This design comes from an exercise in tuning for small area and a short achievable clock period on the open sky130 flow, not from production work. No run shown here included a check of the RTL's function; only the layout flow was run. No activity file was given, so power comes from the tool's default toggle rates.

## flow/design.v (module list and top-level ports; edited modules follow where they fit)
// module adder_tree45: 4190 lines
module adder_tree45 (
    input  logic          i_clk,
    input  logic          i_ena,
    input  logic [719:0]  i_data,
    input  logic [44:0]   i_input_enable,
    output logic [21:0]   o_data
);
  // ...
==> flow/flow/run.sh <==
#!/bin/bash
# Own layout flow: the standard synthesis, then a netlist pass that removes the
# inverters Yosys's full-adder extraction leaves between full adders (full adders
# are self-dual, so each can work on true or complemented signals), then the standard flow's
# standard layout from floorplan on. Ports are buffered with buf_1 cells.
set -euo pipefail
W=$PWD
R=$W/orfs/results/${FLOW_PLATFORM:-sky130hd}/adder_tree45/base
export BUFFER_PORTS_ARGS="-buffer_cell sky130_fd_sc_hd__buf_1"
bash standard.sh "$R/1_2_yosys.v" > "$W/synth.log" 2>&1
cp "$R/1_2_yosys.v" "$W/1_2_yosys_standard.v"
python3 flow/fixinv.py "$W/1_2_yosys_standard.v" "$R/1_2_yosys.v" > "$W/fixinv.log" 2>&1
bash standard.sh > "$W/layout.log" 2>&1
==> flow/flow/fixinv.py <==
#!/usr/bin/env python3
"""Remove inverters around full adders in a flat sky130hd netlist from Yosys.

A full adder is self-dual: FA(~a,~b,~c) = (~sum, ~cout). Yosys's extract_fa leaves
inverters between full adders; this pass chooses, for every full adder, whether it
computes on true or complemented signals (and, for some gates, the gate or its
complement: and2<->nand2, or2<->nor2, xor2<->xnor2), so that as few inverters as
possible remain. The logic function of every register input and output port is kept.

usage: fixinv.py IN.v OUT.v
"""
import re, sys, random, collections

src = open(sys.argv[1]).read()
OUTPINS = {'X', 'Y', 'Q', 'Q_N', 'SUM', 'COUT', 'HI', 'LO'}
P = 'sky130_fd_sc_hd__'
COMPL = {'and2_1': 'nand2_1', 'nand2_1': 'and2_1', 'or2_1': 'nor2_1', 'nor2_1': 'or2_1',
         'xor2_1': 'xnor2_1', 'xnor2_1': 'xor2_1', 'and3_1': 'nand3_1', 'nand3_1': 'and3_1',
         'or3_1': 'nor3_1', 'nor3_1': 'or3_1'}
AREA = {'and2_1': 6.256, 'nand2_1': 3.7536, 'or2_1': 6.256, 'nor2_1': 3.7536, 'xor2_1': 8.7584,
        'xnor2_1': 8.7584, 'and3_1': 6.256, 'nand3_1': 5.0048, 'or3_1': 6.256, 'nor3_1': 5.0048}
INV_AREA = 3.7536

m = re.search(r'^\s*module\s+(\w+)', src, re.M)
body_start = src.index(';', m.end()) + 1
end = src.rindex('endmodule')
body = src[body_start:end]

# statements of the module body
stmts = [s.strip() for s in body.split(';') if s.strip()]
decls, cells = [], []
cell_re = re.compile(r'^(\S+)\s+(\\\S+\s|\S+)\s*\((.*)\)$', re.S)
ports_out = set()
ports_in = set()
for s in stmts:
    w = s.split(None, 1)[0]
    if w in ('wire', 'input', 'output', 'inout', 'reg'):
        decls.append(s)
        if w in ('input', 'output'):
            mm = re.match(r'(input|output)\s*(\[(\d+):(\d+)\])?\s*(\S+)', s)
            names = []
            if mm.group(2):
                hi, lo = int(mm.group(3)), int(mm.group(4))
                for k in range(min(hi, lo), max(hi, lo) + 1):
                    names.append('%s[%d]' % (mm.group(5), k))
            else:
                names.append(mm.group(5))
            (ports_out if w == 'output' else ports_in).update(names)
        continue
    if w == 'assign':
        sys.exit('assign statements are not handled: ' + s[:80])
    mc = cell_re.match(s)
    if not mc:
        sys.exit('cannot parse: ' + s[:120])
    typ, name, pins = mc.group(1), mc.group(2).strip(), mc.group(3)
    conns = [(p, n.strip()) for p, n in re.findall(r'\.(\w+)\(\s*([^()]*?)\s*\)', pins)]
    cells.append([typ, name, conns])

def short(t):
    return t[len(P):] if t.startswith(P) else t

def is_inv(c):
    return short(c[0]).startswith('inv_')

def is_fa(c):
    return short(c[0]).startswith('fa_')

def is_net(n):
    return n and not re.match(r"^\d+'[bh]", n)

driver = {}
for ci, c in enumerate(cells):
    for p, n in c[2]:
        if p in OUTPINS and is_net(n):
            driver[n] = (ci, p)

# inverters that can be absorbed: output not a port
alias = {}   # net -> input net (net == ~input)
absorbed = set()
for ci, c in enumerate(cells):
    if is_inv(c):
        d = dict(c[2])
        if d['Y'] not in ports_out and is_net(d['A']):
            alias[d['Y']] = d['A']
            absorbed.add(ci)

def root(n):
    q = 0
    while n in alias:
        n = alias[n]; q ^= 1
    return n, q

# loads: (cell index, pin index, root, parity)
loads = collections.defaultdict(list)
for ci, c in enumerate(cells):
    if ci in absorbed:
        continue
    for pi, (p, n) in enumerate(c[2]):
        if p in OUTPINS or not is_net(n):
            continue
        r, q = root(n)
        loads[r].append((ci, pi, q))
roots = sorted(loads.keys())
for n in ports_out:
    r, q = root(n)
    if n in alias:
        sys.exit('absorbed inverter drives port')

# variables
var_of_cell = {}
nvars = 0
locked = set()
for ci, c in enumerate(cells):
    if ci in absorbed:
        continue
    if is_fa(c) or short(c[0]) in COMPL:
        var_of_cell[ci] = nvars; nvars += 1
        for p, n in c[2]:
            if p in OUTPINS and n in ports_out:
                locked.add(nvars - 1)
val = [0] * nvars
# the value a root net carries physically: root XOR avail
def avail(r):
    d = driver.get(r)
    if d is None:
        return 0
    v = var_of_cell.get(d[0])
    return val[v] if v is not None else 0

def need(ci, q):
    v = var_of_cell.get(ci)
    if v is not None and is_fa(cells[v and ci or ci]):
        return q ^ val[v]
    return q

def root_cost(r):
    a = avail(r)
    for ci, pi, q in loads.get(r, ()):
        if need(ci, q) != a:
            return INV_AREA
    return 0.0

def cell_cost(ci):
    c = cells[ci]; t = short(c[0])
    if t in COMPL:
        return AREA[COMPL[t]] if val[var_of_cell[ci]] else AREA[t]
    return 0.0

# roots touched by each variable: its output roots and its input roots
touch = collections.defaultdict(set)
for ci, v in var_of_cell.items():
    for p, n in cells[ci][2]:
        if not is_net(n):
            continue
        if p in OUTPINS:
            touch[v].add(n)
        elif is_fa(cells[ci]):
            touch[v].add(root(n)[0])

def total():
    return sum(root_cost(r) for r in roots) + sum(cell_cost(ci) for ci in var_of_cell)

cell_of_var = {v: ci for ci, v in var_of_cell.items()}
def local(v):
    return sum(root_cost(r) for r in touch[v]) + cell_cost(cell_of_var[v])

before = total()
# Parity union-find: satisfy as many edge constraints (no inverter) as possible,
# heaviest first; node 'G' stands for every fixed-polarity pin.
parent = {}; par = {}
def find(x):
    if x not in parent:
        parent[x] = x; par[x] = 0
    if parent[x] == x:
        return x, 0
    r, p = find(parent[x])
    parent[x] = r; par[x] ^= p
    return r, par[x]
def union(a, b, q):
    (ra, pa), (rb, pb) = find(a), find(b)
    if ra == rb:
        return (pa ^ pb) == q
    if rb == 'G':
        ra, rb, pa, pb = rb, ra, pb, pa
    parent[rb] = ra; par[rb] = pa ^ pb ^ q
    return True
edges = []
def node(ci):
    v = var_of_cell.get(ci)
    return v if v is not None else 'G'
for r in sorted(roots):
    d = driver.get(r)
    src_node = node(d[0]) if d else 'G'
    for ci, pi, q in loads[r]:
        dst = var_of_cell.get(ci)
        dst_node = dst if (dst is not None and is_fa(cells[ci])) else 'G'
        if src_node == 'G' and dst_node == 'G':
            continue
        edges.append((INV_AREA / max(1, len(loads[r])), src_node, dst_node, q))
for ci, v in var_of_cell.items():
    t = short(cells[ci][0])
    if t in COMPL:
        w = AREA[t] - AREA[COMPL[t]]
        edges.append((abs(w), v, 'G', 1 if w > 0 else 0))
    if v in locked:
        edges.append((1e9, v, 'G', 0))
# 1) join full adders along their connections; 2) give each joined group the
# polarity that its fixed-polarity neighbours (registers, gates, ports) prefer.
gedges = []
for w, a, b, q in edges:
    if a == 'G' or b == 'G':
        gedges.append((w, b if a == 'G' else a, q))
    else:
        union(a, b, q)
comp_cost = collections.defaultdict(lambda: [0.0, 0.0])
for w, v, q in gedges:
    r, p = find(v)
    comp_cost[r][p ^ q ^ 1] += w
for v in range(nvars):
    r, p = find(v)
    cc = comp_cost[r]
    flip = 0 if cc[0] <= cc[1] else 1
    val[v] = p ^ flip
mid = total()
pass
rng = random.Random(1)
order = list(range(nvars))
best = before
for it in range(50):
    rng.shuffle(order)
    improved = False
    for v in order:
        if v in locked:
            continue
        c0 = local(v)
        val[v] ^= 1
        c1 = local(v)
        if c1 < c0 - 1e-9:
            improved = True
        else:
            val[v] ^= 1
    if not improved:
        break
after = total()

# rewrite
new_cells = []
new_wires = []
inv_net = {}
k = 0
def phys(r, t):
    """net carrying root r with polarity t"""
    global k
    if t == avail(r):
        return r
    if r not in inv_net:
        k += 1
        nn = '_fxinvn%d_' % k
        new_wires.append(nn)
        new_cells.append([P + 'inv_1', '_fxinv_%d_' % k, [('A', r), ('Y', nn)]])
        inv_net[r] = nn
    return inv_net[r]

out_cells = []
for ci, c in enumerate(cells):
    if ci in absorbed:
        continue
    typ = c[0]
    v = var_of_cell.get(ci)
    if v is not None and short(typ) in COMPL and val[v]:
        typ = P + COMPL[short(typ)]
    swapped = typ != c[0]
    conns = []
    for pi, (p, n) in enumerate(c[2]):
        if p in OUTPINS or not is_net(n):
            if swapped and p in ('X', 'Y'):
                p = 'Y' if p == 'X' else 'X'
            conns.append((p, n)); continue
        r, q = root(n)
        t = q ^ val[v] if (v is not None and is_fa(c)) else q
        conns.append((p, phys(r, t)))
    out_cells.append([typ, c[1], conns])
out_cells += new_cells

# physical nets of flipped drivers keep their names; they now carry the complement,
# which is accounted for above via avail(). Write the netlist.
o = [src[:body_start]]
for d in decls:
    o.append('  %s;' % d)
for w in new_wires:
    o.append('  wire %s;' % w)
for typ, name, conns in out_cells:
    nm = name if not name.startswith('\\') else name + ' '
    o.append('  %s %s (\n%s\n  );' % (typ, nm, ',\n'.join('    .%s(%s)' % (p, n) for p, n in conns)))
o.append('endmodule\n')
open(sys.argv[2], 'w').write('\n'.join(o))
ninv_before = sum(1 for c in cells if is_inv(c))
ninv_after = sum(1 for c in out_cells if short(c[0]).startswith('inv_'))
print('fixinv: inverters %d -> %d, cost %.1f -> %.1f, flipped %d of %d' %
      (ninv_before, ninv_after, before, after, sum(val), nvars), file=sys.stderr)
==> flow/standard.sh <==
#!/bin/bash
# synth_recipe.tcl (not shown) runs the flow's synth.tcl, then flattens the netlist and writes it again
# the make line also repeats each setting of config.mk as NAME=value (left out here)
make -C /OpenROAD-flow-scripts/flow DESIGN_CONFIG=/design/flow/config.mk WORK_HOME=/design/flow/orfs CLKGATE_MAP_FILE= SYNTH_SCRIPT=/design/flow/synth_recipe.tcl "${@:-finish}"
==> flow/config.mk <==
export PLATFORM = sky130hd
export DESIGN_NAME = adder_tree45
export DESIGN_NICKNAME = adder_tree45
export VERILOG_FILES = /design/flow/design.v
export SDC_FILE = /design/flow/constraint.sdc
export NUM_CORES = 4
export LEC_CHECK = 0
export CAP_MARGIN = 20
export CORE_MARGIN = 2
export CORE_UTILIZATION = 40
export SETUP_SLACK_MARGIN = 1.5
export SLEW_MARGIN = 20
==> flow/constraint.sdc <==
create_clock -name core_clock -period 5.5 [get_ports {i_clk}]
set_input_delay 1.1000 -clock core_clock [delete_from_list [all_inputs] [get_ports {i_clk}]]
set_output_delay 1.1000 -clock core_clock [all_outputs]
set_load 0.01 [all_outputs]
==> out/metrics.yaml, run 1 <==
outcome: "finished clean"
finalClockSkew_ps: 20.1
wl_met2_mm: 56.4
n_all_buffers: 793
cts_resized: 0
insertion_delay_ps: 550
final_util_pct: 47.6
power_combinational_mw: 11.0
r2r-end: "r3_o20$_DFFE_PP_"
met1_usage_pct: 44.1
critical_path_arrival_ps: 3980
wirelength_met1_mm: 44.9
p_leak_nw: 11.0
crit_path_end: "r1_c3_13$_DFFE_PP_"
grt_pass1_wl_mm: 166
bufAreaShareNonClock_pct: 9.51
power_mw: 18.5
reg2reg_from: "r2_c13_0$_DFFE_PP_"
slowest_delay_ps: 820
dr.pass1.iters: 5
io-pin-count: 789
numCtsBuffers: 38
nMultiInputCombCells: 1531
cp_num_cells: 5
crit_required_ps: 5790
crit_top_cell: "fa_1"
dr_wl_met3_mm: 12.7
cp_slowest_cell: "clkbuf_2"
==> run 2, diff against run 1 <==
--- a/flow/config.mk
+++ b/flow/config.mk
@@ -8,5 +8,5 @@
 export CAP_MARGIN = 20
 export CORE_MARGIN = 2
 export CORE_UTILIZATION = 40
-export SETUP_SLACK_MARGIN = 1.5
+export SETUP_SLACK_MARGIN = 2.5
 export SLEW_MARGIN = 20
==> run 2 against run 1 <==
Against the previous run: worst setup slack better by 500 ps; clock-buffer cell count down 2; cell count up 0.28%; still clean on timing, DRC and antenna; critical path depth up 3; synthesized area unchanged; design area up 3.1%; critical endpoint is now r3_o20$_DFFE_PP_; maximum frequency up 16%; sequential share of layout area down 0.89 points; worst hold slack worse by 0.83 ps; global-route usage up 0.20 points; die area unchanged.
==> out/metrics.yaml, run 2 <==
ir_drop_mv: 0.754
grt_pass1_vias: 22900
grt_max_degree: 128
port_buffers: 788
placed_area_sq_um: 31500
drc_errors: 0
min_period_ps: 3200
antenna_found_initial: 12
worst_pin_slew_ps: 778
synth_area_per_cell_sq_um: 14.2
cts_tree: "done"
syn-cell-area_sq_um: 27500
drv_cap: 0
finalNonFillerCells: 3628
finalHoldViolations: 0
reg2regPathDepth: 8
place_hpwl_mm: 94.5
rsz0062_at_grt: "yes"
crit_fanout: 3
drive_gt1_share_pct: 8.58
tns_ps: 0
via_per_inst: 5.52
routabilityCongestion: 0.976
final_nets: 4198
outcome: "finished clean"
finalClockSkew_ps: 12.8  # -7.32 ps
coreArea_sq_um: 68300
clk_pin_slew_ps: 60
max_freq_mhz: 313
fin_crit_sh_pct: 58.2
min_path_cells: 1
critPathLaunchType: "flop"
synth_cells: 1937
critical_path_arrival_ps: 3480  # -500 ps
yosys_warnings: 1
criticalPathCategory: "reg2reg"
timing.final.ws_setup_ps: 2300
htree_levels: 2
maxSlewHeadroom_pct: 48.1
dr.pass1.iters: 6  # +1
ant_nets: 0
layout_common_cells: "buf_1 (742), fa_1 (674), nand2_1 (624), edfxtp_1 (315), nand2_2 (47)"
cts.sink_count: 315
finalSetupViolCount: 0
syn_nets: 3423
clockBufferDepth: 3
power_density_nw_per_um2: 628
preCtsSetupSlack_ps: 1400
drt-initial-drc-count: 1851
grt_pass1_wl_mm: 167  # +0.76%
final_common_cell: "buf_1"
area_delta_synth_final_pct: 22.2
chipHeight_microns: 266
post-place-cells: 3545
insertion_delay_ps: 540  # about the same
dieArea_sq_um: 70800
overflow: 0
crit_required_ps: 5780  # about the same
wire_per_inst_microns: 33.7
power_mw: 21.1  # +14%
fillers: 6176
root_buffer: "clkbuf_16"
numCtsBuffers: 38  # unchanged
postLayoutCellArea_sq_um: 33600
drv_slew: 0
p_leak_nw: 11.3  # +2.7%
cp-end-kind: "flop"
start_util_pct: 40.2
num_vias: 20000
wl_mm: 122
rows: 96
io-pin-count: 789  # unchanged
hold_class: "reg2reg"
die-width_microns: 266
track_usage_pct: 35.2
==> run 2: power by group <==
group          switching, mW  internal, mW
clock network           1.04          1.58
logic                   7.23          6.14
registers              0.526          4.56
total                   8.79          12.3
==> run 2: cell type report <==
type / count / area [sq um] / area share (%)
inverters: 20 / 75.1 / 0.224
flip-flops and latches: 315 / 9460 / 28.2
well taps: 882 / 1100 / 3.29
clock buffers: 45 / 998 / 2.97
diodes: 7 / 17.5 / 0.0522
multi-input cells: 1531 / 18100 / 54.0
repair buffers: 806 / 3520 / 10.5
clock inverters: 22 / 274 / 0.816
==> run 2: worst paths after layout <==
kind | end | slack (ps) | startpoint
setup reg to reg | r3_o20$_DFFE_PP_ | 2300 | r2_c11_1$_DFFE_PP_
hold / removal | r3_o1$_DFFE_PP_ | 510 | r2_c1_0$_DFFE_PP_
setup / recovery | r3_o20$_DFFE_PP_ | 2300 | r2_c11_1$_DFFE_PP_
hold reg to reg | r3_o1$_DFFE_PP_ | 510 | r2_c1_0$_DFFE_PP_
==> run 2: what timing repair did <==
action,in CTS,in global routing
gates resized for setup,120,38
buffers inserted,3,6
setup endpoints to repair,210,43
pin swaps,17,23
hold buffers,0,0
==> run 2: metrics by stage <==
step | utilization, % | hold slack [ps]
finish | 49.1 | 509
global route | 49.1 | 526
detailed placement | 46.1 | 494
global placement | 46.1 | 492
CTS | 48.8 | 507
floorplan | - | 487
==> run 2: per-layer routing <==
layer  vias up  wire, microns  track usage, %
met5         -            163            1.04
met4        10           8720            20.5
met3       373          13300            9.91
met2      1533          56100            55.1
met1     10400          44000            43.8
li1       7761              -               -
==> run 2: critical path, cell delays in order, from the launching register on <==
cell,delay [ps]
edfxtp_1,390
fa_1,530
fa_2,630
ha_4,230
a21oi_4,170
o22ai_4,100
or4_4,520
o21ba_4,230
xnor2_4,130
==> run 3, diff against run 2 <==
--- a/flow/config.mk
+++ b/flow/config.mk
@@ -7,6 +7,6 @@
 export LEC_CHECK = 0
 export CAP_MARGIN = 20
 export CORE_MARGIN = 2
-export CORE_UTILIZATION = 40
+export CORE_UTILIZATION = 60
 export SETUP_SLACK_MARGIN = 2.5
 export SLEW_MARGIN = 20
==> run 3 against run 2 <==
Against the previous run: the flow now stops in 3_2_place_iop; synthesized area stayed put; synthesized cell count unchanged.
==> out/metrics.yaml, run 3 <==
syn_nets: 3423  # unchanged
synth_cells: 1937  # unchanged
outcome: "aborted with a tool error"
die-width_microns: 218  # -18%
start_util_pct: 60.7  # +20 points
rows: 78  # -19%
chipHeight_microns: 218  # -18%
syn-cell-area_sq_um: 27500  # unchanged
flow.stopped_at: "3_2_place_iop"
toolErrorMsg: "[ERROR PPL-0024] Number of IO pins (789) exceeds maximum number of available positions (782). Increase the die perimeter from 871.90um to 1073.04um."
yosys_warnings: 1  # unchanged
synth_area_per_cell_sq_um: 14.2  # unchanged

[separate check: timing with driven ports]
In the flow no input, the clock included, has a driving cell. The finished layouts below were timed again as built, in two steps.
Step 1 (the two cells are an assumption about what drives the block):
set clk [get_ports {i_clk}]
set_driving_cell -lib_cell sky130_fd_sc_hd__clkbuf_16 $clk
set_driving_cell -lib_cell sky130_fd_sc_hd__buf_2 [delete_from_list [all_inputs] $clk]
Step 2 adds t to the input delays and takes it off the output delays; t is the mean of the earliest and latest rising clock arrival at the registers after step 1. Input paths then give back, and output paths get back, about the clock's delay inside the block.
Three values: no drivers, after step 1, after step 2; two values: the first two.
run	t, ns	setup slack, ns	worst setup path at the end	slew at the worst register clock pin (ns)
run 1	0.607	1.802 / 1.843 / 1.237	input to register	0.06 / 0.06
run 2	0.598	2.301 / 2.301 / 1.908	input to register	0.07 / 0.07
After both steps every run listed still meets setup and hold. For run 1, which loses most, drivers alone change the setup slack by +0.041 ns; drivers and shift together by -0.565 ns.
